Context: an optimization exercise on an open-source flow, tuned for small area and a short achievable clock period. The choices shown serve that exercise and are no tape-out recipe.
Function was not checked in any run shown here: the RTL went through the layout flow alone.
Power is estimated from default activity; no workload was simulated.

==> flow/design.v <==
module FP32Adder2_align(
    input  wire [31:0] a,
    input  wire [31:0] b,
    output wire        l_sign,
    output wire [7:0]  l_exp1,    
    output wire [23:0] l_manx,    
    output wire        sub,
    output wire [23:0] t_man,     
    output wire [1:0]  t_sh       
);
    assign sub = a[31] ^ b[31];
    wire [7:0] ea = a[30:23];
    wire [7:0] eb = b[30:23];
    wire [7:0] y;
    wire       c;
    sub8 ed(.x(ea), .y(eb), .d(y), .gt(c));
    wire [7:0] s  = y ^ {8{~c}};
    wire       far = |s[7:5];                   
    wire       ha = |ea;
    wire       hb = |eb;
    wire [23:0] ta = {ha, a[22:0]};
    wire [23:0] tb = {hb, b[22:0]};
    wire [23:0] t  = c ? {1'b0, tb[23:1]} : ta;
    wire [23:0] t1 = s[2] ? {4'd0, t[23:4]} : t;
    wire [23:0] t2 = (s[3] | far) ? {8'd0, t1[23:8]} : t1;
    assign t_man  = (s[4] | far) ? {16'd0, t2[23:16]} : t2;
    assign t_sh   = s[1:0];
    wire [7:0] el = c ? ea : eb;
    assign l_exp1 = el + 8'd1;
    assign l_manx = (c ? ta : tb) ^ {24{sub}};
    assign l_sign = c ? a[31] : b[31];
endmodule
module sub8(
    input  wire [7:0] x,
    input  wire [7:0] y,
    output wire [7:0] d,
    output wire       gt
);
    wire [7:0] p = x ^ ~y;
    wire [7:0] g = x & ~y;
    wire [7:0] gl [0:3];
    wire [7:0] pl [0:3];
    assign gl[0] = g;
    assign pl[0] = p;
    genvar l, i;
    generate
        for (l = 0; l < 3; l = l + 1) begin : lv
            for (i = 0; i < 8; i = i + 1) begin : bt
                if ((i >> l) & 1) begin : m
                    localparam integer J = ((i >> l) << l) - 1;
                    assign gl[l+1][i] = gl[l][i] | (pl[l][i] & gl[l][J]);
                    assign pl[l+1][i] = pl[l][i] & pl[l][J];
                end else begin : t
                    assign gl[l+1][i] = gl[l][i];
                    assign pl[l+1][i] = pl[l][i];
                end
            end
        end
    endgenerate
    assign d  = p ^ {gl[3][6:0], 1'b0};
    assign gt = gl[3][7];
endmodule
module FP32Adder2(
    input  wire        l_sign,
    input  wire [23:0] l_manx,
    input  wire        sub,
    input  wire [23:0] t_man,
    input  wire [1:0]  t_sh,
    output wire [24:0] v,         
    output wire [4:0]  sh,        
    output wire        q,         
    output wire        sign
);
    wire [23:0] B  = t_man >> t_sh;
    wire [23:0] p0 = l_manx ^ B;
    wire [23:0] g0 = l_manx & B;
    wire [23:0] G, P;
    prefix24 pt(.g(g0), .p(p0), .G(G), .P(P));
    wire        co = G[23];              
    wire [23:0] m;
    assign m[0] = sub;
    assign m[23:1] = sub ? (co ? G[22:0] | P[22:0] : ~G[22:0]) : G[22:0];
    wire [23:0] r   = p0 ^ m;
    wire        ovf = co & ~sub;         
    wire [31:0] x = {1'b0, r[23:12], r[11] | r[10], r[9:0], 1'b0, 7'h7f};
    wire [4:0]  lz;
    lzc32 lzc(.x(x), .n(lz), .z());
    wire [24:0] v0 = {ovf, r};
    assign v    = sh[4] ? {v0[8:0], 16'd0} : v0;
    assign sh   = sub ? lz : {4'd0, ~ovf};
    assign q    = sub & ~|r[23:11];
    assign sign = l_sign ^ (sub & co);
endmodule
module FP32Adder2_norm(
    input  wire [24:0] v,
    input  wire [4:0]  sh,
    input  wire        q,
    input  wire [7:0]  l_exp1,
    input  wire        off,       
    output wire [22:0] mant,
    output wire [7:0]  exp,
    output wire        ovf
);
    wire [24:0] n = v << sh[3:0];
    assign mant = {n[23] & ~q, n[22:1]} & {23{~off}};
    wire zero = sh[4] & sh[3];
    wire [6:0] el = {1'b0, l_exp1[4:0], 1'b1} + {1'b0, ~sh, ~q};
    wire [2:0] hm = l_exp1[7:5] - 3'd1;
    wire [7:0] e  = {el[6] ? l_exp1[7:5] : hm, el[5:1]};
    assign exp = (zero | off) ? 8'd0 : e;
    wire [7:0] d  = l_exp1 ^ {3'd0, sh};
    wire [7:0] m;
    assign m[0] = 1'b1;
    genvar i;
    generate for (i = 1; i < 8; i = i + 1) begin : tm
        assign m[i] = &l_exp1[i-1:0];
    end endgenerate
    wire top = q ? ~|d : ~|(d ^ m);
    assign ovf = ~off & (~|l_exp1 | (~zero & top));
endmodule
module prefix24(
    input  wire [23:0] g,
    input  wire [23:0] p,
    output wire [23:0] G,
    output wire [23:0] P
);
    wire [23:0] gl [0:5];
    wire [23:0] pl [0:5];
    assign gl[0] = g;
    assign pl[0] = p;
    genvar l, i;
    generate
        for (l = 0; l < 5; l = l + 1) begin : lv
            for (i = 0; i < 24; i = i + 1) begin : bt
                if ((i >> l) & 1) begin : m
                    localparam integer J = ((i >> l) << l) - 1;
                    assign gl[l+1][i] = gl[l][i] | (pl[l][i] & gl[l][J]);
                    assign pl[l+1][i] = pl[l][i] & pl[l][J];
                end else begin : t
                    assign gl[l+1][i] = gl[l][i];
                    assign pl[l+1][i] = pl[l][i];
                end
            end
        end
    endgenerate
    assign G = gl[5];
    assign P = pl[5];
endmodule
module lzc32(
    input  wire [31:0] x,
    output wire [4:0]  n,
    output wire        z
);
    wire [15:0] a1;  wire [15:0] c1;
    wire [7:0]  a2;  wire [15:0] c2;
    wire [3:0]  a3;  wire [11:0] c3;
    wire [1:0]  a4;  wire [7:0]  c4;
    genvar i;
    generate
        for (i = 0; i < 16; i = i + 1) begin : l1
            assign a1[i] = x[2*i+1] | x[2*i];
            assign c1[i] = ~x[2*i+1];
        end
        for (i = 0; i < 8; i = i + 1) begin : l2
            assign a2[i] = a1[2*i+1] | a1[2*i];
            assign c2[2*i+1:2*i] = a1[2*i+1] ? {1'b0, c1[2*i+1]} : {1'b1, c1[2*i]};
        end
        for (i = 0; i < 4; i = i + 1) begin : l3
            assign a3[i] = a2[2*i+1] | a2[2*i];
            assign c3[3*i+2:3*i] = a2[2*i+1] ? {1'b0, c2[4*i+3:4*i+2]} : {1'b1, c2[4*i+1:4*i]};
        end
        for (i = 0; i < 2; i = i + 1) begin : l4
            assign a4[i] = a3[2*i+1] | a3[2*i];
            assign c4[4*i+3:4*i] = a3[2*i+1] ? {1'b0, c3[6*i+5:6*i+3]} : {1'b1, c3[6*i+2:6*i]};
        end
    endgenerate
    assign z = ~(a4[1] | a4[0]);
    assign n = a4[1] ? {1'b0, c4[7:4]} : {1'b1, c4[3:0]};
endmodule
module SyncFP32Adder2(
    input wire [31:0] a,
    input wire [31:0] b,
    output wire [31:0] S,
    output wire Overflow,
    input wire clk,
    input wire rst
);
    wire        l_sign_d, sub_d;
    wire [7:0]  l_exp1_d;
    wire [23:0] l_manx_d;
    wire [23:0] t_man_d;
    wire [1:0]  t_sh_d;
    FP32Adder2_align align(
        .a(a), .b(b),
        .l_sign(l_sign_d), .l_exp1(l_exp1_d), .l_manx(l_manx_d),
        .sub(sub_d), .t_man(t_man_d), .t_sh(t_sh_d)
    );
    reg        l_sign_q, sub_q;
    reg [7:0]  l_exp1_q;
    reg [23:0] l_manx_q;
    reg [23:0] t_man_q;
    reg [1:0]  t_sh_q;
    wire [24:0] v_d;
    wire [4:0]  sh_d;
    wire        q_d, sign_d;
    FP32Adder2 add(
        .l_sign(l_sign_q), .l_manx(l_manx_q),
        .sub(sub_q), .t_man(t_man_q), .t_sh(t_sh_q),
        .v(v_d), .sh(sh_d), .q(q_d), .sign(sign_d)
    );
    reg [24:0] v_q;
    reg [4:0]  sh_q;
    reg        q_q, sign_q;
    reg [7:0]  l_exp1_2q;
    reg first, off;
    always @(posedge clk, posedge rst) begin
        if (rst) begin
            first <= 1'b1;
            off   <= 1'b1;
        end else begin
            first <= 1'b0;
            off   <= first;
        end
    end
    always @(posedge clk) begin
        l_sign_q  <= l_sign_d;
        sub_q     <= sub_d;
        l_exp1_q  <= l_exp1_d;
        l_manx_q  <= l_manx_d;
        t_man_q   <= t_man_d;
        t_sh_q    <= t_sh_d;
        v_q       <= v_d;
        sh_q      <= sh_d;
        q_q       <= q_d;
        sign_q    <= sign_d;
        l_exp1_2q <= l_exp1_q;
    end
    wire [22:0] mant;
    wire [7:0]  exp;
    wire        ovf;
    FP32Adder2_norm norm(
        .v(v_q), .sh(sh_q), .q(q_q), .l_exp1(l_exp1_2q), .off(off),
        .mant(mant), .exp(exp), .ovf(ovf)
    );
    assign S = {sign_q & ~off, exp, mant};
    assign Overflow = ovf;
endmodule
==> flow/flow/run.sh <==
#!/bin/bash
set -euo pipefail
export BUFFER_PORTS_ARGS="-buffer_cell sky130_fd_sc_hd__buf_1"
export SETUP_SLACK_MARGIN=5.3
export CTS_ARGS="-sink_clustering_enable -repair_clock_nets -buf_list sky130_fd_sc_hd__clkbuf_8 -dont_use_dummy_load"
export SKIP_GATE_CLONING=1

bash standard.sh > make.log 2>&1
==> flow/standard.sh <==
#!/bin/bash
# synth_recipe.tcl (not shown) runs the flow's synth.tcl, then flattens the netlist and writes it again
# the make line also repeats each setting of config.mk as NAME=value (left out here)
make -C /OpenROAD-flow-scripts/flow DESIGN_CONFIG=/design/flow/config.mk WORK_HOME=/design/flow/orfs CLKGATE_MAP_FILE= SYNTH_SCRIPT=/design/flow/synth_recipe.tcl "${@:-finish}"
==> flow/config.mk <==
export PLATFORM = sky130hd
export DESIGN_NAME = SyncFP32Adder2
export DESIGN_NICKNAME = SyncFP32Adder2
export VERILOG_FILES = /design/flow/design.v
export SDC_FILE = /design/flow/constraint.sdc
export NUM_CORES = 8
export LEC_CHECK = 0
export ABC_AREA = 1
export CAP_MARGIN = 20
export CORE_MARGIN = 2
export CORE_UTILIZATION = 55
export PLACE_DENSITY = 0.8
export SLEW_MARGIN = 20
==> flow/constraint.sdc <==
create_clock -name core_clock -period 9.5 [get_ports {clk}]
set_input_delay 1.9000 -clock core_clock [delete_from_list [all_inputs] [get_ports {clk}]]
set_output_delay 1.9000 -clock core_clock [all_outputs]
set_load 0.01 [all_outputs]
==> flow_metrics.tcl, run 1 <==
set metrics [dict create \
    status "complete, no violations" \
    drtPass1Iterations 6 \
    synth_ff_type "dfxtp_1" \
    hold_path_class "reg -> reg" \
    io_buffers 98 \
    tritoncts "yes" \
    power_frac_comb 0.618 \
    internal_power_uw 1080 \
    htree_levels 3 \
    slowest_delay_ns 0.38 \
    worst_setup_path_end_kind "output pin" \
    clk_pin_slew_ns 0.09 \
    peakVddDrop_v 0.00009426 \
    drt_iter0_drc 749 \
    synth_area_um2 8182 \
    numCtsBuffers 9 \
    rows 44 \
    num_io_pins 99 \
    cp_max_fo 4 \
    cts_hold_buf 0 \
    regArea_um2 2047 \
    multi_input_area_um2 5617 \
    finalClockSkew_ns 0.02463 \
    cp.arrival_ns 2.32 \
    maxClockFrequency_mhz 237.0 \
    reg2reg_from "t_sh_q[0]" \
    syn_inst 1299 \
    synth_warnings 3 \
    drc 0 \
    worst-path-buf-inv 3 \
    die_area_um2 15870 \
    finalNetCount 1519 \
    grt_overflow 0 \
    avgViaCountPerCell 5.482 \
    switching_power_uw 1018 \
    clk-insertion-delay-late_ns 0.38 \
    final_common_cell "nand2_1" \
    synth_edf_count 0 \
    antenna_found_initial 0 \
    clock-sinks 101 \
    antenna_cells 0 \
    routed_wl_mm 22.82 \
    cellLeakagePower_uw 0.004742 \
    grt_pass1_wl_mm 37.40 \
    core_um2 14530 \
    drive_above_1_share 0.1237 \
    ys_async_sr_fraction 0.01980 \
    syn_avg_cell_area_um2 6.298 \
    cp_data_required_time_ns 7.60 \
    area_growth_pct 16.26 \
    wl_per_cell_um 14.34 \
    final_antenna_net_count 0 \
    grt_max_degree 40 \
    layout_common_cells "nand2_1, inv_1, o21ai_0" \
    hold_violations 0 \
    rsz0062_at_grt "yes" \
    slew_headroom 0.5071 \
    nFillCells 1346 \
    dpl.hpwl_mm 16.70 \
    period_minus_slack_ns 4.220 \
    crit_slowest_cell "dfxtp_4" \
    finalMaxSlewViolations 0 \
    vias 8722 \
    startpoint_type "flop" \
    track_usage 0.2814 \
    maxCapViolCount 0 \
    placed_cell_area_um2 8700 \
    die_y_um 126.0 \
    design_area_um2 9512 \
    hp-start "l_exp1_q[1]" \
    seq_area_frac_synth 0.2487 \
    grt_pass1_vias 8052 \
    swShare 0.4851 \
    gp_congestion 0.9159 \
    synth_nets 1409 \
    start_util 0.5629 \
    critPathTopFamily "compound AO/OA/AOI/OAI gates" \
    cellPowerDensity_nw_per_um2 220.6 \
    post-route-period-util 0.4442 \
    crit_path_cell_trace "clkinvlp_4 -> ha_4 -> inv_4 -> nor2_2 -> nor2_1 -> nor2_1 -> nor2_1 -> o21ai_1 -> a21oi_2 -> nand2_1 -> o21ai_1 -> a21oi_1 -> clkbuf_2" \
    yosys_register_bits 101 \
    finalSetupTns_ns 0 \
    crit_start "sh_q[1]" \
    die-width_um 126.0 \
    p_seq_frac 0.280 \
    setup_viol 0 \
    pwr-share-clk 0.102 \
    path_class "reg -> out" \
    clk_path_buf_depth 2 \
    worst_pin_slew_ns 0.7348 \
    clock_tree.root_cell "clkbuf_8" \
    crit_top_cell "nor2_1" \
    synth.distinct_cells 53 \
]
-- sequential cells by signal (all words and copies together) (netlist names) --
name / cells
t_man_q: 24
l_exp1_q: 8
l_exp1_2q: 8
sh_q: 5
sub_q: 1
sign_q: 1
first: 1
v_q: 24
t_sh_q: 2
off: 1
l_manx_q: 24
q_q: 1
l_sign_q: 1
-- worst reg2reg max path, cell delays in order, from the launching register on --
cell,delay (ns)
dfxtp_1,0.36
buf_12,0.17
buf_8,0.17
mux2i_4,0.25
mux2i_1,0.11
ha_1,0.36
a21oi_1,0.18
nand2_2,0.11
nand2_2,0.08
nand2_4,0.10
nand2_2,0.09
nand2_2,0.14
nand2_4,0.17
nand3_4,0.17
buf_4,0.20
nand2_2,0.06
nand3_1,0.07
nand2_1,0.16
inv_1,0.08
nor2_2,0.14
nand2_2,0.11
nor2_8,0.16
nand2_4,0.09
nor2_8,0.16
inv_4,0.08
nand2_1,0.07
inv_1,0.04
-- power by group through the flow --
stage | Sequential [uW] | Combinational (uW) | Clock (uW)
6_report | 588 | 1300 | 214
5_1_grt | 597 | 1450 | 233
4_1_cts | 583 | 1200 | 212
3_5_place_dp | 598 | 1120 | 0
3_3_place_gp | 596 | 1100 | 0
2_1_floorplan | 570 | 889 | 0
-- layer usage --
metal,part of all wire,up-vias,track usage
li1,-,4415,-
met1,0.44,3882,0.3666
met2,0.46,356,0.4741
met3,0.064,69,0.03696
met4,0.035,0,0.1099
met5,0,-,0
-- cell usage after synthesis, types with 7 or more instances --
| cell | number | area (um2) |
|---|---|---|
| a21oi_1 | 50 | 250.2 |
| buf_1 | 7 | 26.28 |
| clkbuf_1 | 33 | 123.9 |
| dfxtp_1 | 99 | 1982 |
| ha_1 | 40 | 500.5 |
| inv_1 | 137 | 514.2 |
| inv_2 | 7 | 26.28 |
| mux2i_1 | 33 | 330.3 |
| nand2_1 | 433 | 1625 |
| nand2_2 | 19 | 118.9 |
| nand3_1 | 61 | 305.3 |
| nand4_1 | 8 | 50.05 |
| nor2_1 | 74 | 277.8 |
| o211ai_1 | 8 | 60.06 |
| o21ai_0 | 129 | 645.6 |
| o22ai_1 | 15 | 93.84 |
| or2_2 | 8 | 50.05 |
| xnor2_1 | 8 | 70.07 |
| xor2_1 | 36 | 315.3 |
-- cell type report --
class	instances	area share
Inverter	151	0.06669
Timing Repair Buffer	147	0.09037
Sequential cell	101	0.2152
Tap cell	184	0.02420
Clock buffer	9	0.01302
Multi-Input combinational cell	999	0.5905
-- worst paths after layout --
check	endpoint	slack, ns	cells past startpoint
worst max register to register	v_q[2]	5.52	26
worst max-delay path	S[30]	5.28	13
worst min-delay path	l_exp1_2q[1]	0.33	0
min in group asynchronous	first	1.52	2
max in group asynchronous	off	7.96	2
worst min register to register	l_exp1_2q[1]	0.33	0
-- timing repair --
action,4_1_cts,5_1_grt
gates resized for setup,42,57
endpoints found under the setup margin,94,62
buffers inserted,24,19
pin swaps,7,26
-- metrics by stage --
step	utilization	total power [uW]	instances	hold WS, ns	setup WS, ns
final	0.6544	2098	1591	0.3344	5.280
after floorplan	-	1459	1299	0.3096	5.289
after detailed placement	0.5986	1713	1539	0.3121	3.417
after global placement	0.5986	1696	1539	0.3104	3.556
after global routing	0.6544	2281	1591	0.3414	5.124
after CTS	0.6317	1991	1572	0.3338	5.196
-- logic make-up (layout without fill, tap and decap cells) --
| family | count (synthesis) | after routing | share of synthesized area |
|---|---|---|---|
| AOI/OAI and AO/OA | 240 | 240 | 0.1636 |
| xor gates and xnor gates | 44 | 44 | 0.04710 |
| adders and majority gates | 44 | 44 | 0.07096 |
| buffers and inverters | 199 | 307 | 0.09558 |
| DFF | 101 | 101 | 0.2487 |
| muxes | 33 | 33 | 0.04037 |
| other | 1 | 1 | 0.0004583 |
| and+or+nand+nor | 637 | 637 | 0.3332 |
==> run 2, diff against run 1 <==
--- a/flow/design.v
+++ b/flow/design.v
@@ -21,9 +21,8 @@
     wire [23:0] ta = {ha, a[22:0]};
     wire [23:0] tb = {hb, b[22:0]};
     wire [23:0] t  = c ? {1'b0, tb[23:1]} : ta;
-    wire [23:0] t1 = s[2] ? {4'd0, t[23:4]} : t;
-    wire [23:0] t2 = (s[3] | far) ? {8'd0, t1[23:8]} : t1;
-    assign t_man  = (s[4] | far) ? {16'd0, t2[23:16]} : t2;
+    wire [23:0] t1 = t >> {s[3:2], 2'b00};
+    assign t_man  = far ? 24'd0 : s[4] ? {16'd0, t1[23:16]} : t1;
     assign t_sh   = s[1:0];
     wire [7:0] el = c ? ea : eb;
     assign l_exp1 = el + 8'd1;
@@ -104,9 +103,18 @@
     wire [24:0] n = v << sh[3:0];
     assign mant = {n[23] & ~q, n[22:1]} & {23{~off}};
     wire zero = sh[4] & sh[3];
-    wire [6:0] el = {1'b0, l_exp1[4:0], 1'b1} + {1'b0, ~sh, ~q};
+    wire [4:0] x  = l_exp1[4:0];
+    wire [4:0] bg = ~x & sh;
+    wire [4:0] bp = ~(x ^ sh);
+    wire [5:0] b;
+    assign b[0] = q;
+    assign b[1] = bg[0] | (bp[0] & q);
+    assign b[2] = bg[1] | (bp[1] & bg[0]) | (&bp[1:0] & q);
+    assign b[3] = bg[2] | (bp[2] & bg[1]) | (&bp[2:1] & bg[0]) | (&bp[2:0] & q);
+    assign b[4] = bg[3] | (bp[3] & bg[2]) | (&bp[3:2] & bg[1]) | (&bp[3:1] & bg[0]) | (&bp[3:0] & q);
+    assign b[5] = bg[4] | (bp[4] & bg[3]) | (&bp[4:3] & bg[2]) | (&bp[4:2] & bg[1]) | (&bp[4:1] & bg[0]) | (&bp[4:0] & q);
     wire [2:0] hm = l_exp1[7:5] - 3'd1;
-    wire [7:0] e  = {el[6] ? l_exp1[7:5] : hm, el[5:1]};
+    wire [7:0] e  = {b[5] ? hm : l_exp1[7:5], ~bp ^ b[4:0]};
     assign exp = (zero | off) ? 8'd0 : e;
     wire [7:0] d  = l_exp1 ^ {3'd0, sh};
     wire [7:0] m;
==> flow/flow/run.sh (replaced) <==
#!/bin/bash
set -euo pipefail
export BUFFER_PORTS_ARGS="-buffer_cell sky130_fd_sc_hd__buf_1"
export SETUP_SLACK_MARGIN=5.2
export CTS_ARGS="-sink_clustering_enable -repair_clock_nets -buf_list sky130_fd_sc_hd__clkbuf_8 -dont_use_dummy_load"
bash standard.sh > make.log 2>&1
==> run 2 against run 1 <==
  * Still clean
  * Worst hold slack improved by 0.0028 ns
  * Count of clock-buffer cells in the layout did not move
  * Critical endpoint is now t_man_q[14]
  * Cell area shrank 1.5%
  * Synthesized cell count increased by 1.7%
  * Highest routed layer unchanged
  * Critical path depth rose by 9
  * Die area up 1.4%
  * Core utilization down 1.4 points
  * Global-route usage fell by 2.1 points
  * Clock power about the same
  * Area after synthesis is 1.4% higher
  * Sequential cell count unchanged
==> flow_metrics.tcl, run 2 <==
set metrics [dict create \
    clk-insertion-delay-late_ns 0.37 \
    hold_path_class "reg -> reg" \
    status "complete, no violations" \
    wl_per_cell_um 13.57 \
    io_buffers 98 \
    regArea_um2 2043 \
    reg_top3 "l_manx_q x24, t_man_q x24, v_q x24" \
    tritoncts "yes" \
    synth_warnings 3 \
    synth_top_area_cell "dfxtp_1" \
    yosysMostFrequentCell "nand2_1" \
    drt_iter0_drc 512 \
    startpoint_type "primary input" \
    critPathTopFamily "buffers and inverters" \
    synth.cells.most_frequent "nand2_1, inv_1, o21ai_0, dfxtp_1, nor2_1" \
    nFillCells 1365 \
    finalNetCount 1528 \
    dpl.hpwl_mm 16.28 \
    drive_above_1_share 0.1130 \
    clk_pin_slew_ns 0.11 \
    multi_input_area_um2 5590 \
    crit_top_cell "nand2_2" \
    clk_path_buf_depth 2 \
    grt_pass1_wl_mm 35.06 \
    rsz0062_at_grt "no" \
    internal_power_uw 1151 \
    antenna_found_initial 0 \
    grt_overflow 0 \
    synth_area_um2 8298 \
    numCtsBuffers 9 \
    cellPowerDensity_nw_per_um2 249.5 \
    drtPass1Iterations 5 \
    syn_inst 1321 \
    num_io_pins 99 \
    finalMaxSlewViolations 0 \
    htree_levels 3 \
    ys_async_sr_fraction 0.01980 \
    cp_data_required_time_ns 9.78 \
    peakVddDrop_v 0.0001204 \
    post-route-period-util 0.4493 \
    synth_nets 1431 \
    die-width_um 126.8 \
    die_y_um 126.8 \
    worst_pin_slew_ns 0.8842 \
    seq_area_frac_synth 0.2452 \
    avgViaCountPerCell 5.370 \
    cellLeakagePower_uw 0.004748 \
    switching_power_uw 1187 \
    synth_ff_type "dfxtp_1" \
    final_antenna_net_count 0 \
    setup_viol 0 \
    antenna_cells 0 \
    crit_path_cell_trace "buf_4 -> inv_2 -> ha_4 -> fa_2 -> nand3_2 -> nand2_2 -> nand2_2 -> nand2_2 -> a21o_1 -> nand2_2 -> nand2_4 -> buf_12 -> clkinvlp_4 -> buf_4 -> o22ai_1 -> a21oi_1 -> nand2_2 -> clkinv_4 -> nand2_8 -> inv_2 -> o21ai_0 -> a21oi_1" \
    gp_congestion 0.9498 \
    layout_common_cells "nand2_1, inv_1, o21ai_0" \
    crit_slowest_cell "fa_2" \
    slowest_delay_ns 0.37 \
    synth_top_area_share 0.2388 \
    slew_headroom 0.4099 \
    final_common_cell "nand2_1" \
    pwr-share-clk 0.092 \
    finalClockSkew_ns 0.03018 \
    clock_tree.root_cell "clkbuf_8" \
    yosys_register_bits 101 \
    grt_pass1_vias 7808 \
    hold_violations 0 \
    path_class "in -> reg" \
    maxClockFrequency_mhz 234.3 \
    die_area_um2 16090 \
    swShare 0.5077 \
    worst_setup_path_end_kind "flop" \
    maxCapViolCount 0 \
    cts_hold_buf 0 \
    core_um2 14640 \
    routed_wl_mm 21.72 \
    worst-path-buf-inv 7 \
    power_frac_comb 0.643 \
    p_seq_frac 0.264 \
    synth_edf_count 0 \
    hold_slack_ns 0.3373 \
    netlist_top_cells_area "dfxtp_1, nand2_1, o21ai_0" \
    grt_max_degree 36 \
    rows 44 \
    vias 8592 \
    track_usage 0.2604 \
    area_growth_pct 12.94 \
    start_util 0.5666 \
    period_minus_slack_ns 4.269 \
    cp_max_fo 10 \
    syn_avg_cell_area_um2 6.282 \
    cp.arrival_ns 4.55 \
    clock-sinks 101 \
    synth.distinct_cells 54 \
    drc 0 \
    finalSetupTns_ns 0 \
]
[run 2: cell types whose count changed after synthesis, moves of 4 or more]
cell / change
mux2i_1: +5
nor2_1: -5
nor3_1: +9
clkbuf_1: -4
o31ai_1: -4
clkinv_1: -5
inv_1: +15
inv_2: +8
a21oi_1: +5
nand3_1: -10
[run 2: stage by stage]
step | utilization | total power (uW) | std cells | setup slack, ns | cell area, um2
6_report | 0.6400 | 2338 | 1600 | 5.231 | 9371
5_1_grt | 0.6400 | 2571 | 1600 | 5.127 | 9371
4_1_cts | 0.6160 | 2258 | 1578 | 5.190 | 9021
3_5_place_dp | 0.5967 | 2015 | 1560 | 3.776 | 8738
3_3_place_gp | 0.5967 | 1988 | 1560 | 3.975 | 8738
2_1_floorplan | - | 1699 | 1321 | 5.220 | 8298
[run 2: path summary, 6_finish.rpt]
kind / startpoint / to / slack [ns] / cells past startpoint
min in group asynchronous: rst / off / 1.50 / 2
max in group asynchronous: rst / first / 7.98 / 2
worst min-delay path: l_exp1_q[3] / l_exp1_2q[3] / 0.34 / 0
worst min register to register: l_exp1_q[3] / l_exp1_2q[3] / 0.34 / 0
worst max-delay path: b[23] / t_man_q[14] / 5.23 / 22
worst max register to register: t_sh_q[0] / v_q[5] / 5.64 / 28
[run 2: cell families after synthesis]
| logic type | count (synthesis) | share of synthesized area |
|---|---|---|
| xor gates and xnor gates | 46 | 0.04855 |
| adders and majority gates | 44 | 0.06996 |
| other | 1 | 0.0004519 |
| and+or+nand+nor | 633 | 0.3264 |
| DFF | 101 | 0.2452 |
| buffers and inverters | 218 | 0.1033 |
| muxes | 38 | 0.04584 |
| AOI/OAI and AO/OA | 240 | 0.1603 |
[run 2: cell type report]
class	instances	area share
clock buffer	9	0.01322
multi-input combinational	1005	0.5965
timing repair buffer	128	0.07450
inverter	169	0.07076
tap	184	0.02457
sequential	101	0.2180
timing repair inverter	4	0.002403
[run 2: power groups by stage]
stage	clock network [uW]	registers (uW)	logic [uW]
after floorplan	0	591	1110
after global placement	0	625	1360
after detailed placement	0	630	1390
after CTS	217	622	1420
after global routing	233	630	1710
final	216	618	1500
[run 2: timing repair]
item,in CTS,in global routing
buffers inserted,4,17
resized for setup,23,47
endpoints found under the setup margin,73,76
cloned,5,5
pin swaps,1,12
[run 2: routing by layer]
| metal | GRT usage | up-vias | wire, um | part of all wire |
|---|---|---|---|---|
| li1 | - | 4431 | - | - |
| met1 | 0.3339 | 3787 | 9401 | 0.43 |
| met2 | 0.4526 | 323 | 10380 | 0.48 |
| met3 | 0.02067 | 51 | 1245 | 0.057 |
| met4 | 0.1080 | 0 | 686 | 0.032 |
| met5 | 0 | - | 0 | 0 |
==> run 3, diff against run 2 <==
--- a/flow/config.mk
+++ b/flow/config.mk
@@ -9,5 +9,5 @@
 export CAP_MARGIN = 20
 export CORE_MARGIN = 2
 export CORE_UTILIZATION = 55
-export PLACE_DENSITY = 0.8
+export PLACE_DENSITY = 0.75
 export SLEW_MARGIN = 20
==> run 3 against run 2 <==
  * Wire length grew 0.22%
  * Register-to-register slack lost 0.03 ns
  * Die area is the same
  * Clock skew grew 0.0032 ns
  * Combinational power is essentially flat
  * Cell count shrank 0.13%
==> flow_metrics.tcl, run 3 <==
set metrics [dict create \
    start_util 0.5666 \
    period_minus_slack_ns 4.270 \
    vias 8567 \
    maxClockFrequency_mhz 234.2 \
    synth_nets 1431 \
    reg2reg_from "t_sh_q[0]" \
    r2r_end "v_q[19]" \
    clk_pin_slew_ns 0.10 \
    crit_start "b[23]" \
    wl_per_cell_um 13.62 \
    synth_warnings 3 \
    peakVddDrop_v 0.0001164 \
    ys_async_sr_fraction 0.01980 \
    status "complete, no violations" \
    grt_pass1_wl_mm 34.85 \
    clock-sinks 101 \
    layout_common_cells "nand2_1, inv_1, o21ai_0" \
    drive_above_1_share 0.1231 \
    crit_end "l_exp1_q[7]" \
    synth.distinct_cells 54 \
    cp_max_fo 6 \
    r2r_cells 27 \
    finalSetupTns_ns 0 \
    worst_setup_path_end_kind "flop" \
    num_io_pins 99 \
    grt_max_degree 33 \
    dpl.hpwl_mm 16.27 \
    hold_path_class "reg -> reg" \
    routed_wl_mm 21.76 \
    gp_congestion 0.9485 \
    core_um2 14640 \
    cellPowerDensity_nw_per_um2 248.7 \
    track_usage 0.2609 \
    reg2reg_slack_ns 5.61 \
    numCtsBuffers 9 \
    antenna_cells 0 \
    area_growth_pct 13.68 \
    finalNetCount 1526 \
    cts_hold_buf 0 \
    drt_iter0_drc 545 \
    avgViaCountPerCell 5.361 \
    path_class "in -> reg" \
    final_antenna_net_count 0 \
    die_area_um2 16090 \
    netlist_top_cells_area "dfxtp_1, nand2_1, o21ai_0" \
    rows 44 \
    synth_area_um2 8298 \
    drtPass1Iterations 5 \
    startpoint_type "primary input" \
    post-route-period-util 0.4495 \
    tritoncts "yes" \
    clock_tree.root_cell "clkbuf_8" \
    syn_inst 1321 \
    yosysMostFrequentCell "nand2_1" \
    hold_violations 0 \
    antenna_found_initial 0 \
    syn_avg_cell_area_um2 6.282 \
    die_y_um 126.8 \
    drc 0 \
    rsz0062_at_grt "yes" \
    cp_data_required_time_ns 9.76 \
    cp.arrival_ns 4.53 \
    finalMaxSlewViolations 0 \
    slew_headroom 0.4106 \
    seq_area_frac_synth 0.2452 \
    synth_edf_count 0 \
    yosys_register_bits 101 \
    setup_viol 0 \
    final_util 0.6441 \
    final_common_cell "nand2_1" \
    finalClockSkew_ns 0.03342 \
    io_buffers 98 \
    synth_ff_type "dfxtp_1" \
    grt_overflow 0 \
    maxCapViolCount 0 \
    die-width_um 126.8 \
    synth_top_area_share 0.2388 \
    cellLeakagePower_uw 0.004766 \
    reg_top3 "l_manx_q x24, t_man_q x24, v_q x24" \
    worst_pin_slew_ns 0.8831 \
    grt_pass1_vias 7619 \
    clk-insertion-delay-late_ns 0.37 \
    synth.cells.most_frequent "nand2_1, inv_1, o21ai_0, dfxtp_1, nor2_1" \
    htree_levels 3 \
    clk_path_buf_depth 2 \
    synth_top_area_cell "dfxtp_1" \
]
[run 3: kinds of logic (layout without fill, tap and decap cells)]
| family | count (synthesis) | after routing | synth area share |
|---|---|---|---|
| buffers and inverters | 218 | 306 | 0.1033 |
| DFF | 101 | 101 | 0.2452 |
| adders and majority gates | 44 | 44 | 0.06996 |
| AOI/OAI and AO/OA | 240 | 240 | 0.1603 |
| other | 1 | 1 | 0.0004519 |
| xor gates and xnor gates | 46 | 46 | 0.04855 |
| muxes | 38 | 38 | 0.04584 |
| and+or+nand+nor | 633 | 638 | 0.3264 |
[run 3: worst min path at each step]
stage,from,to,slack [ns],depth (start not counted)
2_1_floorplan,l_exp1_q[0],l_exp1_2q[0],0.31,0
3_3_place_gp,l_exp1_q[3],l_exp1_2q[3],0.31,0
3_5_place_dp,l_exp1_q[7],l_exp1_2q[7],0.31,0
4_1_cts,l_exp1_q[7],l_exp1_2q[7],0.34,0
5_1_grt,l_exp1_q[6],l_exp1_2q[6],0.35,0
6_report,l_exp1_q[7],l_exp1_2q[7],0.34,0
[run 3: layout make-up]
cell class	count	area, um2
repair buffers	125	678.2
fillers	1399	5211
repair inverters	3	17.52
multi-input cells	1007	5662
well taps	184	230.2
inverters	169	670.6
flip-flops and latches	101	2051
clock buffers	9	123.9
[run 3: metal layers]
metal | GRT usage | routed length [um] | vias up
li1 | - | - | 4419
met1 | 0.3435 | 9762 | 3767
met2 | 0.4386 | 10090 | 322
met3 | 0.03079 | 1152 | 59
met4 | 0.1008 | 760 | 0
met5 | 0 | 0 | -
[run 3: report_power, final]
part	internal, uW	leakage, uW	switching, uW
combinational	516	0.00385	983
clock	85.2	0.0000647	125
sequential	548	0.000849	88.7
total	1150	0.00477	1200
[run 3: worst max-delay path: stages]
cell	delay [ns]
buf_4	0.10
inv_1	0.04
ha_2	0.17
fa_2	0.38
nand3_2	0.08
nand2_2	0.07
nand2_2	0.07
nand2_2	0.07
a21o_1	0.21
nand2_2	0.10
nand2_4	0.10
buf_12	0.16
clkinvlp_4	0.15
or2_4	0.16
o21ai_4	0.06
inv_2	0.07
nand2_2	0.05
nor2_2	0.14
nand3b_1	0.13
nor2_1	0.12
nand2_1	0.07
xor2_1	0.15
[run 3: stage by stage]
stage | instances | setup WS [ns] | hold WS, ns | power, uW | cell area, um2
after floorplan | 1321 | 5.220 | 0.3096 | 1699 | 8298
after global placement | 1558 | 3.737 | 0.3120 | 1996 | 8723
after detailed placement | 1558 | 3.577 | 0.3121 | 2015 | 8723
after CTS | 1580 | 5.215 | 0.3364 | 2265 | 9075
after global routing | 1598 | 5.132 | 0.3473 | 2583 | 9433
final | 1598 | 5.230 | 0.3364 | 2346 | 9433
[run 3: what timing repair did]
| action | 4_1_cts | 5_1_grt |
|---|---|---|
| endpoints found under the setup margin | 97 | 77 |
| pin swaps | 2 | 12 |
| buffers inserted | 7 | 13 |
| gates resized for setup | 39 | 62 |
| gates cloned | 6 | 5 |
==> run 4, diff against run 3 <==
--- a/flow/design.v
+++ b/flow/design.v
@@ -24,8 +24,9 @@
     wire [23:0] t1 = t >> {s[3:2], 2'b00};
     assign t_man  = far ? 24'd0 : s[4] ? {16'd0, t1[23:16]} : t1;
     assign t_sh   = s[1:0];
-    wire [7:0] el = c ? ea : eb;
-    assign l_exp1 = el + 8'd1;
+    wire [7:0] ea1 = ea + 8'd1;
+    wire [7:0] eb1 = eb + 8'd1;
+    assign l_exp1 = c ? ea1 : eb1;
     assign l_manx = (c ? ta : tb) ^ {24{sub}};
     assign l_sign = c ? a[31] : b[31];
 endmodule
--- a/flow/config.mk
+++ b/flow/config.mk
@@ -9,5 +9,5 @@
 export CAP_MARGIN = 20
 export CORE_MARGIN = 2
 export CORE_UTILIZATION = 55
-export PLACE_DENSITY = 0.75
+export PLACE_DENSITY = 0.8
 export SLEW_MARGIN = 20
==> run 4 against run 3 <==
  * First-iteration DRC count rose by 2.9%
  * Via count rose by 1.6%
  * Combinational power about the same
  * Clock skew decreased by 0.0015 ns
  * Die area did not move
  * Worst hold slack improved by 0.0020 ns
  * Highest routed layer unchanged
  * Count of clock-buffer cells in the layout is the same
  * Sequential cell count stayed put
==> flow_metrics.tcl, run 4 <==
set metrics [dict create \
    clk-insertion-delay-late_ns 0.38 \
    final_common_cell "nand2_1" \
    hold_path_class "reg -> reg" \
    antenna_found_initial 0 \
    status "complete, no violations" \
    num_io_pins 99 \
    start_util 0.5666 \
    clock-sinks 101 \
    synth_edf_count 0 \
    grt_pass1_vias 7822 \
    cellPowerDensity_nw_per_um2 250.3 \
    syn_avg_cell_area_um2 6.282 \
    synth_area_um2 8298 \
    cellLeakagePower_uw 0.004764 \
    setup_viol 0 \
    yosysMostFrequentCell "nand2_1" \
    reg_top3 "l_manx_q x24, t_man_q x24, v_q x24" \
    netlist_top_cells_area "dfxtp_1, nand2_1, o21ai_0" \
    layout_common_cells "nand2_1, inv_1, o21ai_0" \
    grt_overflow 0 \
    finalMaxSlewViolations 0 \
    worst-path-buf-inv 6 \
    startpoint_type "primary input" \
    finalClockSkew_ns 0.03197 \
    area_growth_pct 13.98 \
    maxClockFrequency_mhz 235.4 \
    rsz0062_at_grt "yes" \
    antenna_cells 0 \
    maxCapViolCount 0 \
    final_antenna_net_count 0 \
    die-width_um 126.8 \
    grt_pass1_wl_mm 35.67 \
    final_util 0.6458 \
    path_class "in -> reg" \
    multi_input_area_um2 5654 \
    crit_slowest_cell "fa_2" \
    die_area_um2 16090 \
    io_buffers 98 \
    core_um2 14640 \
    synth_nets 1431 \
    cp_max_fo 17 \
    peakVddDrop_v 0.00009655 \
    critPathTopFamily "buffers and inverters" \
    grt_max_degree 35 \
    die_y_um 126.8 \
    seq_area_frac_synth 0.2452 \
    slew_headroom 0.4153 \
    synth_top_area_cell "dfxtp_1" \
    gp_congestion 0.9362 \
    hold_violations 0 \
    slowest_delay_ns 0.38 \
    cp.arrival_ns 4.51 \
    ys_async_sr_fraction 0.01980 \
    dpl.hpwl_mm 16.32 \
    vias 8707 \
    synth.cells.most_frequent "nand2_1, inv_1, o21ai_0, dfxtp_1, nor2_1" \
    synth_warnings 3 \
    regArea_um2 2047 \
    cp_data_required_time_ns 9.76 \
    finalSetupTns_ns 0 \
    htree_levels 3 \
    drt_iter0_drc 561 \
    crit_path_cell_trace "clkbuf_2 -> inv_1 -> ha_2 -> fa_2 -> nand3_2 -> nand2_2 -> nand2_1 -> nand2_2 -> a21o_1 -> nand2_2 -> nand2_4 -> buf_4 -> bufbuf_16 -> nand2_1 -> o21ai_0 -> o21ai_1 -> inv_1 -> o21ai_0 -> inv_1" \
    clock_tree.root_cell "clkbuf_8" \
    tritoncts "yes" \
    clk_pin_slew_ns 0.11 \
    yosys_register_bits 101 \
    finalNetCount 1529 \
    clk_path_buf_depth 2 \
    period_minus_slack_ns 4.248 \
    track_usage 0.2660 \
    wl_per_cell_um 13.82 \
    rows 44 \
    worst_setup_path_end_kind "flop" \
    total_power_uw 2367 \
    nFillCells 1301 \
    numCtsBuffers 9 \
    post-route-period-util 0.4472 \
    routed_wl_mm 22.13 \
    avgViaCountPerCell 5.438 \
    worst_pin_slew_ns 0.8760 \
    drtPass1Iterations 5 \
    synth_top_area_share 0.2388 \
    drive_above_1_share 0.1200 \
    synth_ff_type "dfxtp_1" \
    synth.distinct_cells 54 \
    cts_hold_buf 0 \
    syn_inst 1321 \
    drc 0 \
]
-- run 4: final timing paths --
| check | slack, ns | endpoint | from | cells past startpoint |
|---|---|---|---|---|
| hold / removal | 0.34 | l_exp1_2q[1] | l_exp1_q[1] | 0 |
| setup reg to reg | 5.59 | v_q[6] | t_sh_q[1] | 25 |
| min in group asynchronous | 1.50 | first | rst | 2 |
| max in group asynchronous | 7.98 | off | rst | 2 |
| hold reg to reg | 0.34 | l_exp1_2q[1] | l_exp1_q[1] | 0 |
| setup / recovery | 5.25 | t_man_q[8] | b[23] | 19 |
-- run 4: final cells by class --
class | count | area share
clock buffers | 9 | 0.01310
inverters | 169 | 0.07038
repair buffers | 126 | 0.07475
flip-flops and latches | 101 | 0.2164
multi-input cells | 1007 | 0.5978
well taps | 184 | 0.02434
repair inverters | 5 | 0.003175
-- run 4: per-layer routing --
| layer | GRT usage | vias to the layer above | wire [um] |
|---|---|---|---|
| met3 | 0.02404 | 77 | 1391 |
| met1 | 0.3379 | 3825 | 9443 |
| met5 | 0 | - | 0 |
| met2 | 0.4652 | 375 | 10420 |
| li1 | - | 4430 | - |
| met4 | 0.1073 | 0 | 873 |
-- run 4: stage by stage --
step	worst slack (ns)	area, um2	std cells	hold WS (ns)
floorplan	5.220	8298	1321	0.3096
global placement	3.979	8731	1559	0.3111
detailed placement	3.777	8731	1559	0.3121
CTS	5.204	9074	1583	0.3383
global route	5.128	9458	1601	0.3420
finish	5.252	9458	1601	0.3383
-- run 4: cell families (layout without fill, tap and decap cells) --
group,after synthesis,count (layout),share of synthesized area
and+or+nand+nor,633,638,0.3264
AOI/OAI and AO/OA,240,240,0.1603
buffers and inverters,218,309,0.1033
DFF,101,101,0.2452
xor gates and xnor gates,46,46,0.04855
adders and majority gates,44,44,0.06996
muxes,38,38,0.04584
other,1,1,0.0004519
-- run 4: report_power, final --
part           switching (uW)  internal (uW)
registers                84.7            547
logic                     995            524
clock network             131           85.3
total                    1210           1160
-- run 4: repair_timing --
action / in CTS / in global routing
gates resized for setup: 27 / 68
setup buffers: 8 / 12
pin swaps: 3 / 9
cloned: 7 / 6
setup endpoints to repair: 74 / 76
==> run 5, diff against run 4 <==
--- a/flow/design.v
+++ b/flow/design.v
@@ -24,9 +24,8 @@
     wire [23:0] t1 = t >> {s[3:2], 2'b00};
     assign t_man  = far ? 24'd0 : s[4] ? {16'd0, t1[23:16]} : t1;
     assign t_sh   = s[1:0];
-    wire [7:0] ea1 = ea + 8'd1;
-    wire [7:0] eb1 = eb + 8'd1;
-    assign l_exp1 = c ? ea1 : eb1;
+    wire [7:0] el = c ? ea : eb;
+    assign l_exp1 = el + 8'd1;
     assign l_manx = (c ? ta : tb) ^ {24{sub}};
     assign l_sign = c ? a[31] : b[31];
 endmodule
==> flow/flow/run.sh (replaced) <==
#!/bin/bash
set -euo pipefail
export BUFFER_PORTS_ARGS="-buffer_cell sky130_fd_sc_hd__buf_1"
export SETUP_SLACK_MARGIN=5.3
export CTS_ARGS="-sink_clustering_enable -repair_clock_nets -buf_list sky130_fd_sc_hd__clkbuf_8 -dont_use_dummy_load"
bash standard.sh > make.log 2>&1
==> run 5 against run 4 <==
  * Still clean on timing, DRC and antenna
  * Wire length down 3.1%
  * Via count shrank 2.0%
  * Setup slack better by 0.10 ns
  * Sequential share of layout area fell by 0.10 points
  * Worst hold slack worse by 0.0035 ns
  * Critical path depth is the same
  * Power down 0.70%
==> flow_metrics.tcl, run 5 <==
set metrics [dict create \
    status "complete, no violations" \
    peakVddDrop_v 0.00009432 \
    cts_hold_buf 0 \
    finalClockSkew_ns 0.03024 \
    worst-path-buf-inv 4 \
    setup_viol 0 \
    finalMaxSlewViolations 0 \
    hold_path_class "reg -> reg" \
    wl_per_cell_um 13.42 \
    track_usage 0.2554 \
    grt_pass1_vias 7494 \
    synth_edf_count 0 \
    netlist_top_cells_area "dfxtp_1, nand2_1, o21ai_0" \
    area_growth_pct 14.38 \
    clock_tree.root_cell "clkbuf_8" \
    crit_top_cell "nand2_2" \
    synth_top_area_share 0.2388 \
    tritoncts "yes" \
    synth_ff_type "dfxtp_1" \
    grt_max_degree 35 \
    placed_cell_area_um2 8741 \
    seq_area_frac_synth 0.2452 \
    p_seq_frac 0.264 \
    r2r_cells 27 \
    clock-sinks 101 \
    clk_pin_slew_ns 0.09 \
    reg_top3 "l_manx_q x24, t_man_q x24, v_q x24" \
    worst_setup_path_end_kind "flop" \
    syn_avg_cell_area_um2 6.282 \
    synth_top_area_cell "dfxtp_1" \
    worst_pin_slew_ns 0.8817 \
    hold_violations 0 \
    antenna_cells 0 \
    gp_congestion 0.9253 \
    clk-insertion-delay-late_ns 0.37 \
    die-width_um 126.8 \
    start_util 0.5666 \
    cellPowerDensity_nw_per_um2 247.7 \
    slowest_delay_ns 0.38 \
    crit_start "b[23]" \
    swShare 0.5061 \
    avgViaCountPerCell 5.341 \
    r2r_end "v_q[0]" \
    io_buffers 98 \
    finalSetupTns_ns 0 \
    dpl.hpwl_mm 16.11 \
    crit_slowest_cell "fa_2" \
    core_um2 14640 \
    cp.depth 19 \
    htree_levels 3 \
    yosysMostFrequentCell "nand2_1" \
    path_class "in -> reg" \
    cp_data_required_time_ns 9.78 \
    drc 0 \
    drtPass1Iterations 5 \
    numCtsBuffers 9 \
    startpoint_type "primary input" \
    cp_max_fo 7 \
    routed_wl_mm 21.45 \
    pre_cts_slack_ns 4.146 \
    cp.arrival_ns 4.43 \
    grt_pass1_wl_mm 34.04 \
    holdPathStages 0 \
    maxClockFrequency_mhz 241.0 \
    antenna_found_initial 0 \
    maxCapViolCount 0 \
    post-route-period-util 0.4367 \
    layout_common_cells "nand2_1, inv_1, o21ai_0" \
    final_antenna_net_count 0 \
    slew_headroom 0.4115 \
    synth_nets 1431 \
    rsz0062_at_grt "no" \
    yosys_register_bits 101 \
    design_area_um2 9492 \
    critPathTopFamily "simple AND/OR/NAND/NOR gates" \
    reg2reg_from "t_sh_q[0]" \
    synth_area_um2 8298 \
    power_frac_comb 0.645 \
    die_y_um 126.8 \
    rows 44 \
    final_common_cell "nand2_1" \
    synth.distinct_cells 54 \
    drive_above_1_share 0.1202 \
    reg2reg_slack_ns 5.67 \
    syn_inst 1321 \
    num_io_pins 99 \
    ys_async_sr_fraction 0.01980 \
    period_minus_slack_ns 4.149 \
    switching_power_uw 1190 \
    synth.cells.most_frequent "nand2_1, inv_1, o21ai_0, dfxtp_1, nor2_1" \
    pwr-share-clk 0.090 \
    die_area_um2 16090 \
    vias 8535 \
    internal_power_uw 1161 \
    finalNetCount 1526 \
    total_power_uw 2351 \
    grt_overflow 0 \
    cellLeakagePower_uw 0.004809 \
    crit_end "t_man_q[4]" \
    crit_path_cell_trace "buf_6 -> inv_2 -> ha_4 -> fa_2 -> nand3_2 -> nand2_2 -> nand2_2 -> nand2_2 -> a21o_1 -> nand2_2 -> nand2_4 -> buf_12 -> nor2_4 -> clkinv_4 -> nand2_2 -> nand2_1 -> nor2_2 -> o21ai_0 -> a31oi_1" \
    setup_ws_ns 5.351 \
    clk_path_buf_depth 2 \
    synth_warnings 3 \
    drt_iter0_drc 497 \
]
[run 5: cell count changes in the layout (fill, tap and decap cells not counted), moves of 2 or more]
cell        delta
clkinvlp_4     -3
mux2i_2        -3
buf_1          -4
o21ai_1        +3
o21ai_0        -4
ha_4           +3
mux2i_1        +3
clkbuf_2       +2
ha_1           -2
buf_8          -2
nor2_2         +2
buf_4          +3
[run 5: cell families (layout without fill, tap and decap cells)]
group           after synthesis  in the layout  synth area share
flops                       101            101            0.2452
xor+xnor                     46             46           0.04855
compound gates              240            240            0.1603
buf+inv                     218            307            0.1033
other cells                   1              1         0.0004519
mux                          38             38           0.04584
simple gates                633            637            0.3264
fa+ha+maj                    44             44           0.06996
[run 5: layer usage]
| metal | GRT usage | wire [um] | share of wire |
|---|---|---|---|
| met1 | 0.3283 | 9281 | 0.43 |
| met2 | 0.4459 | 10290 | 0.48 |
| met3 | 0.02488 | 1244 | 0.058 |
| met4 | 0.09244 | 633 | 0.030 |
| met5 | 0 | 0 | 0 |
[run 5: cell type report]
class / instances / area (um2)
flip-flops and latches: 101 / 2044
clock buffers: 9 / 123.9
fillers: 1320 / 5152
multi-input cells: 1006 / 5667
repair inverters: 3 / 21.27
repair buffers: 126 / 714.4
well taps: 184 / 230.2
inverters: 169 / 690.7
[run 5: worst reg2reg max path, stage by stage, from the launching register on]
cell	delay [ns]
dfxtp_1	0.36
buf_12	0.19
inv_1	0.13
o21ai_1	0.19
mux2i_1	0.11
ha_1	0.36
nand2_1	0.13
inv_1	0.05
nand2_1	0.06
nand2_1	0.08
nand2_1	0.11
nand2_4	0.11
nand2_2	0.10
nand2_4	0.09
nand2_4	0.15
nand3_4	0.20
inv_6	0.17
nand2_1	0.08
nand3b_1	0.08
nand2_1	0.11
inv_1	0.10
nand2_1	0.12
nor2_4	0.22
nand2_4	0.10
nor2_8	0.15
inv_4	0.08
nand2_1	0.09
inv_2	0.03
[run 5: worst min path at each step]
stage                startpoint      endpoint  slack (ns)
global route        l_exp1_q[0]  l_exp1_2q[0]        0.34
CTS                 l_exp1_q[2]  l_exp1_2q[2]        0.33
finish              l_exp1_q[6]  l_exp1_2q[6]        0.33
floorplan           l_exp1_q[0]  l_exp1_2q[0]        0.31
detailed placement  l_exp1_q[2]  l_exp1_2q[2]        0.31
global placement    l_exp1_q[0]  l_exp1_2q[0]        0.31
[run 5: repair_timing]
item                                    CTS  global route
pin swaps                                 2            19
hold endpoints to repair                  0             0
setup buffers                             7            12
gates cloned                              4             6
gates resized for setup                  36            76
endpoints found under the setup margin   66            65
[run 5: power by group through the flow]
stage | Sequential, uW | Clock, uW | Combinational, uW
floorplan | 591 | 0 | 1110
finish | 622 | 213 | 1520
detailed placement | 626 | 0 | 1390
global route | 636 | 233 | 1720
global placement | 623 | 0 | 1370
CTS | 617 | 215 | 1430
[run 5: stage by stage]
step | cells | utilization | hold slack, ns
CTS | 1580 | 0.6212 | 0.3348
global route | 1598 | 0.6482 | 0.3381
detailed placement | 1560 | 0.5969 | 0.3121
floorplan | 1321 | - | 0.3096
finish | 1598 | 0.6482 | 0.3348
global placement | 1560 | 0.5969 | 0.3127
==> run 6, diff against run 5 <==
==> flow/flow/run.sh (replaced) <==
#!/bin/bash
set -euo pipefail
export BUFFER_PORTS_ARGS="-buffer_cell sky130_fd_sc_hd__buf_1"
export SETUP_SLACK_MARGIN=5.3
export CTS_ARGS="-sink_clustering_enable -repair_clock_nets -buf_list sky130_fd_sc_hd__clkbuf_8 -dont_use_dummy_load"
export SKIP_GATE_CLONING=1

bash standard.sh > make.log 2>&1
==> run 6 against run 5 <==
  * Setup slack lost 0.051 ns
  * Wire length grew 0.23%
  * Cell area grew 0.42%
  * Clock skew shrank 0.0015 ns
  * Largest power group unchanged
  * Die area is the same
  * Synthesized cell count is the same
  * Combinational power is essentially flat
  * Largest cell class unchanged
  * Power grew 0.56%
  * Count of clock-buffer cells in the layout is the same
  * Global-route usage shrank 0.13 points
  * Area after synthesis is the same
==> flow_metrics.tcl, run 6 <==
set metrics [dict create \
    rows 44 \
    clock-sinks 101 \
    drtPass1Iterations 6 \
    synth_top_family_by_area "simple AND/OR/NAND/NOR gates" \
    power_frac_comb 0.648 \
    slew_headroom 0.4189 \
    seq_area_frac_synth 0.2452 \
    hold_violations 0 \
    core_um2 14640 \
    cellPowerDensity_nw_per_um2 248.0 \
    yosys_register_bits 101 \
    worst_setup_path_end_kind "flop" \
    synth.distinct_cells 54 \
    grt_pass1_wl_mm 33.90 \
    htree_levels 3 \
    cellLeakagePower_uw 0.004829 \
    design_area_um2 9532 \
    synth_xor_area_frac 0.04855 \
    clock_tree.root_cell "clkbuf_8" \
    finalNetCount 1535 \
    syn_inst 1321 \
    die-width_um 126.8 \
    layout_common_cells "nand2_1, inv_1, o21ai_0" \
    synth_nets 1431 \
    use_met2 0.4434 \
    numCtsBuffers 9 \
    final_common_cell "nand2_1" \
    area_growth_pct 14.87 \
    place_inst 1560 \
    setup_viol 0 \
    placed_cell_area_um2 8741 \
    maxCapViolCount 0 \
    die_y_um 126.8 \
    dpl.hpwl_mm 16.11 \
    cp_data_required_time_ns 9.78 \
    finalSetupTns_ns 0 \
    synth.cells.most_frequent "nand2_1, inv_1, o21ai_0, dfxtp_1, nor2_1" \
    met1_usage 0.3298 \
    p_seq_frac 0.262 \
    switching_power_uw 1191 \
    worst_pin_slew_ns 0.8707 \
    antenna_found_initial 0 \
    grt_max_degree 35 \
    setup_ws_ns 5.300 \
    drive_above_1_share 0.1286 \
    num_io_pins 99 \
    post-route-period-util 0.4421 \
    hold_slack_ns 0.3355 \
    startpoint_type "primary input" \
    tritoncts "yes" \
    synth_top_area_cell "dfxtp_1" \
    crit_path_cell_trace "buf_4 -> ha_4 -> fa_2 -> nand3_2 -> nand2_2 -> nand2_2 -> nand2_2 -> a21o_1 -> nand2_2 -> nand2_2 -> buf_12 -> buf_12 -> nor2_4 -> inv_2 -> nand2_4 -> buf_6 -> buf_4 -> mux2i_2 -> nand2_1 -> a32oi_1" \
    clk_path_buf_depth 2 \
    busiest_layer "met2" \
    synth-compound-area-share 0.1603 \
    wl_per_cell_um 13.38 \
    reg2reg_slack_ns 5.61 \
    die_area_um2 16090 \
    grt_overflow 0 \
    ys_async_sr_fraction 0.01980 \
    syn_avg_cell_area_um2 6.282 \
    worst-path-buf-inv 6 \
    peakVddDrop_v 0.00009197 \
    synthAdderAreaFrac 0.06996 \
    rsz0062_at_grt "yes" \
    swShare 0.5036 \
    internal_power_uw 1174 \
    io_buffers 98 \
    synth_top_area_share 0.2388 \
    final_cells 1607 \
    synth_ff_type "dfxtp_1" \
    avgViaCountPerCell 5.313 \
    muxShareOfSynthArea 0.04584 \
    start_util 0.5666 \
    slowest_delay_ns 0.36 \
    yosys.area_share.simple 0.3264 \
    nFillCells 1310 \
    synth_warnings 3 \
    final_antenna_net_count 0 \
    drc 0 \
    grt_pass1_vias 7464 \
    maxClockFrequency_mhz 238.1 \
    reg_top3 "l_manx_q x24, t_man_q x24, v_q x24" \
    multi_input_area_um2 5615 \
    regArea_um2 2044 \
    routed_wl_mm 21.50 \
    crit_top_cell "nand2_2" \
    clk_pin_slew_ns 0.10 \
    met3_usage 0.02446 \
    track_usage 0.2541 \
    status "complete, no violations" \
    cp_max_fo 4 \
    vias 8538 \
    antenna_cells 0 \
    yosysMostFrequentCell "nand2_1" \
    crit_slowest_cell "fa_2" \
    pre_cts_slack_ns 4.146 \
    finalMaxSlewViolations 0 \
    period_minus_slack_ns 4.200 \
    cp.arrival_ns 4.48 \
    finalClockSkew_ns 0.02875 \
    critPathTopFamily "buffers and inverters" \
    gp_congestion 0.9253 \
    drt_iter0_drc 529 \
    hold_path_class "reg -> reg" \
    clk-insertion-delay-late_ns 0.37 \
    synth_area_um2 8298 \
    pwr-share-clk 0.090 \
    netlist_top_cells_area "dfxtp_1, nand2_1, o21ai_0" \
    path_class "in -> reg" \
    synth_edf_count 0 \
]
-- run 6: layer usage --
| metal | part of all wire | up-vias |
|---|---|---|
| met2 | 0.48 | 314 |
| met3 | 0.054 | 44 |
| li1 | - | 4438 |
| met4 | 0.031 | 0 |
| met5 | 0 | - |
| met1 | 0.44 | 3742 |
-- run 6: power by group through the flow --
stage,Combinational (uW),Clock (uW),Sequential (uW)
floorplan,1110,0,591
global placement,1370,0,623
detailed placement,1390,0,626
CTS,1430,215,617
global route,1740,234,634
finish,1530,213,620
-- run 6: worst paths after layout --
check | start | end | cells past startpoint
hold reg to reg | l_exp1_q[1] | l_exp1_2q[1] | 0
setup / recovery | a[23] | t_man_q[6] | 20
setup reg to reg | t_sh_q[0] | v_q[0] | 19
max in group asynchronous | rst | first | 2
min in group asynchronous | rst | off | 2
hold / removal | l_exp1_q[1] | l_exp1_2q[1] | 0
-- run 6: final cells by class --
type | count | share of cell area
Multi-Input combinational cell | 1002 | 0.5891
Clock buffer | 9 | 0.01300
Sequential cell | 101 | 0.2145
Inverter | 169 | 0.07088
Tap cell | 184 | 0.02415
Timing Repair Buffer | 142 | 0.08834
-- run 6: timing repair --
| action | CTS | global route |
|---|---|---|
| hold endpoints to repair | 0 | 0 |
| endpoints found under the setup margin | 66 | 65 |
| pin swaps | 1 | 13 |
| setup buffers | 8 | 30 |
| hold buffers | 0 | 0 |
| gates resized for setup | 34 | 81 |
-- run 6: logic make-up after synthesis --
logic type	count (synthesis)
buffers and inverters	218
flip-flops	101
XOR/XNOR	46
AND/OR/NAND/NOR	633
other	1
adder cells (fa/ha/maj)	44
multiplexers	38
AO/OA/AOI/OAI	240
-- run 6: through the flow --
stage                     power [uW]  utilization
after detailed placement        2014       0.5969
after floorplan                 1701            -
final                           2364       0.6509
after CTS                       2258       0.6177
after global placement          1991       0.5969
after global routing            2605       0.6509
-- run 6: worst register-to-register path, cell delays in order, from the launching register on --
cell,delay (ns)
dfxtp_1,0.36
buf_12,0.19
mux2i_1,0.26
o21ai_0,0.11
ha_1,0.38
a21oi_1,0.27
o21ai_1,0.17
a21oi_2,0.45
nand3_4,0.21
buf_6,0.21
nand2_1,0.07
nand3_1,0.08
nand2_1,0.21
nand3_1,0.18
nor2_4,0.20
nand2_4,0.09
nor2_8,0.15
inv_4,0.08
nand2_1,0.09
inv_2,0.03
==> run 7, diff against run 6 <==
--- a/flow/design.v
+++ b/flow/design.v
@@ -12,8 +12,9 @@
     wire [7:0] ea = a[30:23];
     wire [7:0] eb = b[30:23];
     wire [7:0] y;
-    wire       c;
-    sub8 ed(.x(ea), .y(eb), .d(y), .gt(c));
+    wire       c, c_slow;
+    sub8 ed(.x(ea), .y(eb), .d(y), .gt(c_slow));
+    gt8 ec(.x(ea), .y(eb), .gt(c));
     wire [7:0] s  = y ^ {8{~c}};
     wire       far = |s[7:5];                   
     wire       ha = |ea;
@@ -28,6 +29,28 @@
     assign l_exp1 = el + 8'd1;
     assign l_manx = (c ? ta : tb) ^ {24{sub}};
     assign l_sign = c ? a[31] : b[31];
+endmodule
+module gt8(
+    input  wire [7:0] x,
+    input  wire [7:0] y,
+    output wire       gt
+);
+    wire [7:0] g1 = x & ~y;
+    wire [7:0] e1 = ~(x ^ y);
+    wire [3:0] g2, e2;
+    wire [1:0] g3, e3;
+    genvar i;
+    generate
+        for (i = 0; i < 4; i = i + 1) begin : l2
+            assign g2[i] = g1[2*i+1] | (e1[2*i+1] & g1[2*i]);
+            assign e2[i] = e1[2*i+1] & e1[2*i];
+        end
+        for (i = 0; i < 2; i = i + 1) begin : l3
+            assign g3[i] = g2[2*i+1] | (e2[2*i+1] & g2[2*i]);
+            assign e3[i] = e2[2*i+1] & e2[2*i];
+        end
+    endgenerate
+    assign gt = g3[1] | (e3[1] & g3[0]);
 endmodule
 module sub8(
     input  wire [7:0] x,
@@ -103,18 +126,9 @@
     wire [24:0] n = v << sh[3:0];
     assign mant = {n[23] & ~q, n[22:1]} & {23{~off}};
     wire zero = sh[4] & sh[3];
-    wire [4:0] x  = l_exp1[4:0];
-    wire [4:0] bg = ~x & sh;
-    wire [4:0] bp = ~(x ^ sh);
-    wire [5:0] b;
-    assign b[0] = q;
-    assign b[1] = bg[0] | (bp[0] & q);
-    assign b[2] = bg[1] | (bp[1] & bg[0]) | (&bp[1:0] & q);
-    assign b[3] = bg[2] | (bp[2] & bg[1]) | (&bp[2:1] & bg[0]) | (&bp[2:0] & q);
-    assign b[4] = bg[3] | (bp[3] & bg[2]) | (&bp[3:2] & bg[1]) | (&bp[3:1] & bg[0]) | (&bp[3:0] & q);
-    assign b[5] = bg[4] | (bp[4] & bg[3]) | (&bp[4:3] & bg[2]) | (&bp[4:2] & bg[1]) | (&bp[4:1] & bg[0]) | (&bp[4:0] & q);
+    wire [6:0] el = {1'b0, l_exp1[4:0], 1'b1} + {1'b0, ~sh, ~q};
     wire [2:0] hm = l_exp1[7:5] - 3'd1;
-    wire [7:0] e  = {b[5] ? hm : l_exp1[7:5], ~bp ^ b[4:0]};
+    wire [7:0] e  = {el[6] ? l_exp1[7:5] : hm, el[5:1]};
     assign exp = (zero | off) ? 8'd0 : e;
     wire [7:0] d  = l_exp1 ^ {3'd0, sh};
     wire [7:0] m;
==> flow/flow/run.sh (replaced) <==
#!/bin/bash
set -euo pipefail
export BUFFER_PORTS_ARGS="-buffer_cell sky130_fd_sc_hd__buf_1"
export SETUP_SLACK_MARGIN=5.2
export CTS_ARGS="-sink_clustering_enable -repair_clock_nets -buf_list sky130_fd_sc_hd__clkbuf_8 -dont_use_dummy_load"
bash standard.sh > make.log 2>&1
==> run 7 against run 6 <==
  * Sequential cell count unchanged
  * Highest routed layer unchanged
  * Non-clock buffer count shrank 19
  * Global-route usage is 0.92 points higher
==> flow_metrics.tcl, run 7 <==
set metrics [dict create \
    crit_slowest_cell "a2111oi_0" \
    multi_input_area_um2 5647 \
    drtPass1Iterations 6 \
    area_growth_pct 12.36 \
    drc 0 \
    cp_data_required_time_ns 7.60 \
    syn_inst 1324 \
    startpoint_type "flop" \
    antenna_cells 0 \
    nFillCells 1347 \
    status "complete, no violations" \
    synth_ff_type "dfxtp_1" \
    core_um2 14640 \
    slew_headroom 0.4186 \
    layout_common_cells "nand2_1, inv_1, o21ai_0" \
    io_buffers 98 \
    clock_tree.root_cell "clkbuf_8" \
    tritoncts "yes" \
    synth_top_area_share 0.2380 \
    vias 8511 \
    routed_wl_mm 22.04 \
    clk_path_buf_depth 2 \
    finalMaxSlewViolations 0 \
    track_usage 0.2633 \
    worst_pin_slew_ns 0.8709 \
    hp-start "l_exp1_q[0]" \
    drive_above_1_share 0.1059 \
    htree_levels 3 \
    cellLeakagePower_uw 0.004700 \
    regArea_um2 2047 \
    crit_start "sh_q[0]" \
    netlist_top_cells_area "dfxtp_1, nand2_1, o21ai_0" \
    reg2reg_from "t_sh_q[0]" \
    start_util 0.5687 \
    finalNetCount 1529 \
    final_antenna_net_count 0 \
    synth.cells.most_frequent "nand2_1, inv_1, o21ai_0, dfxtp_1, nor2_1" \
    grt_max_degree 82 \
    worst_setup_path_end_kind "output pin" \
    period_minus_slack_ns 4.229 \
    cp.arrival_ns 2.33 \
    rsz0062_at_grt "yes" \
    drt_iter0_drc 679 \
    hold_violations 0 \
    gp_congestion 0.9290 \
    cp_max_fo 28 \
    setup_viol 0 \
    reg_top3 "l_manx_q x24, t_man_q x24, v_q x24" \
    synth_top_area_cell "dfxtp_1" \
    synth_edf_count 0 \
    hold_path_class "reg -> reg" \
    die-width_um 127.1 \
    wl_per_cell_um 13.77 \
    yosys_register_bits 101 \
    dpl.hpwl_mm 16.53 \
    slowest_delay_ns 0.41 \
    maxClockFrequency_mhz 236.5 \
    grt_pass1_wl_mm 34.68 \
    clock-sinks 101 \
    clk-insertion-delay-late_ns 0.39 \
    synth.distinct_cells 57 \
    num_io_pins 99 \
    grt_overflow 0 \
    synth_warnings 3 \
    seq_area_frac_synth 0.2443 \
    final_common_cell "nand2_1" \
    synth_nets 1434 \
    synth_area_um2 8328 \
    critPathTopFamily "buffers and inverters" \
    post-route-period-util 0.4451 \
    antenna_found_initial 0 \
    finalSetupTns_ns 0 \
    die_y_um 127.1 \
    pre_cts_slack_ns 3.550 \
    rows 44 \
    die_area_um2 16140 \
    setup_ws_ns 5.271 \
    maxCapViolCount 0 \
    clk_pin_slew_ns 0.09 \
    cellPowerDensity_nw_per_um2 236.9 \
    worst-path-buf-inv 4 \
    avgViaCountPerCell 5.316 \
    crit_path_cell_trace "buf_12 -> clkinvlp_2 -> nand2_1 -> nand2_1 -> inv_1 -> nand2_1 -> o21ai_0 -> nand2_1 -> nand2_1 -> a2111oi_0 -> buf_1" \
    syn_avg_cell_area_um2 6.290 \
    path_class "reg -> out" \
    yosysMostFrequentCell "nand2_1" \
    crit_top_cell "nand2_1" \
    numCtsBuffers 9 \
    grt_pass1_vias 7382 \
    ys_async_sr_fraction 0.01980 \
    peakVddDrop_v 0.00009455 \
    finalClockSkew_ns 0.02444 \
]
[run 7: cell types whose count changed after synthesis, moves of 4 or more]
cell      change
a21oi_1       +5
buf_1         -6
buf_2         -7
clkbuf_1     +10
inv_1         +4
inv_2         -5
mux2i_1       -6
nand2_2       +5
o21ai_0       +4
[run 7: cell type report]
cell class / count / share of cell area
Timing Repair inverter: 5 / 0.002942
Inverter: 168 / 0.07100
Sequential cell: 101 / 0.2187
Timing Repair Buffer: 123 / 0.06605
Clock buffer: 9 / 0.01324
Multi-Input combinational cell: 1011 / 0.6034
Tap cell: 184 / 0.02460
[run 7: stage by stage]
step,util,cells,cell area [um2],hold slack (ns),power (uW)
final,0.6390,1601,9358,0.3150,2217
after global routing,0.6390,1601,9358,0.3148,2418
after CTS,0.6205,1588,9086,0.3155,2125
after detailed placement,0.5989,1564,8771,0.3121,1866
after global placement,0.5989,1564,8771,0.3117,1847
after floorplan,-,1324,8346,0.3096,1577
[run 7: routing by layer]
layer / global-route usage / share of wire / vias to the layer above
li1: - / - / 4434
met1: 0.3429 / 0.44 / 3706
met2: 0.4497 / 0.47 / 314
met3: 0.03936 / 0.061 / 57
met4: 0.08662 / 0.030 / 0
met5: 0 / 0 / -
[run 7: logic make-up (layout without fill, tap and decap cells)]
logic type | Yosys count | after routing | synth area share
fa+ha+maj | 44 | 44 | 0.06971
mux | 32 | 32 | 0.03846
compound gates | 248 | 248 | 0.1653
buf+inv | 215 | 305 | 0.1025
xor+xnor | 47 | 47 | 0.04943
simple gates | 636 | 639 | 0.3299
flops | 101 | 101 | 0.2443
other cells | 1 | 1 | 0.0004503
[run 7: path summary, 6_finish.rpt]
kind | endpoint | slack [ns] | cells after the start
max | S[22] | 5.27 | 11
max reg2reg | q_q | 5.39 | 27
min | l_exp1_2q[0] | 0.32 | 0
min reg2reg | l_exp1_2q[0] | 0.32 | 0
max in group asynchronous | off | 7.98 | 2
min in group asynchronous | first | 1.50 | 2
[run 7: power breakdown]
group	leakage [uW]	internal [uW]	total [uW]	switching [uW]
clock network	0.0000647	85.1	215	130
registers	0.000848	539	610	70.9
logic	0.00379	480	1390	911
[run 7: repair_timing]
action | in CTS | in global routing
cloned | 6 | 3
buffers inserted | 9 | 10
gates resized for setup | 25 | 41
pin swaps | 3 | 12
hold buffers | 0 | 0
setup endpoints to repair | 78 | 82

Check on run 7: ideal ports give 5.271 ns setup slack; a clkbuf_16 on the clock port and buf_2 on the inputs give 5.236 ns; moving port delays by the midpoint clock arrival (0.408 ns) as well gives 4.953 ns.
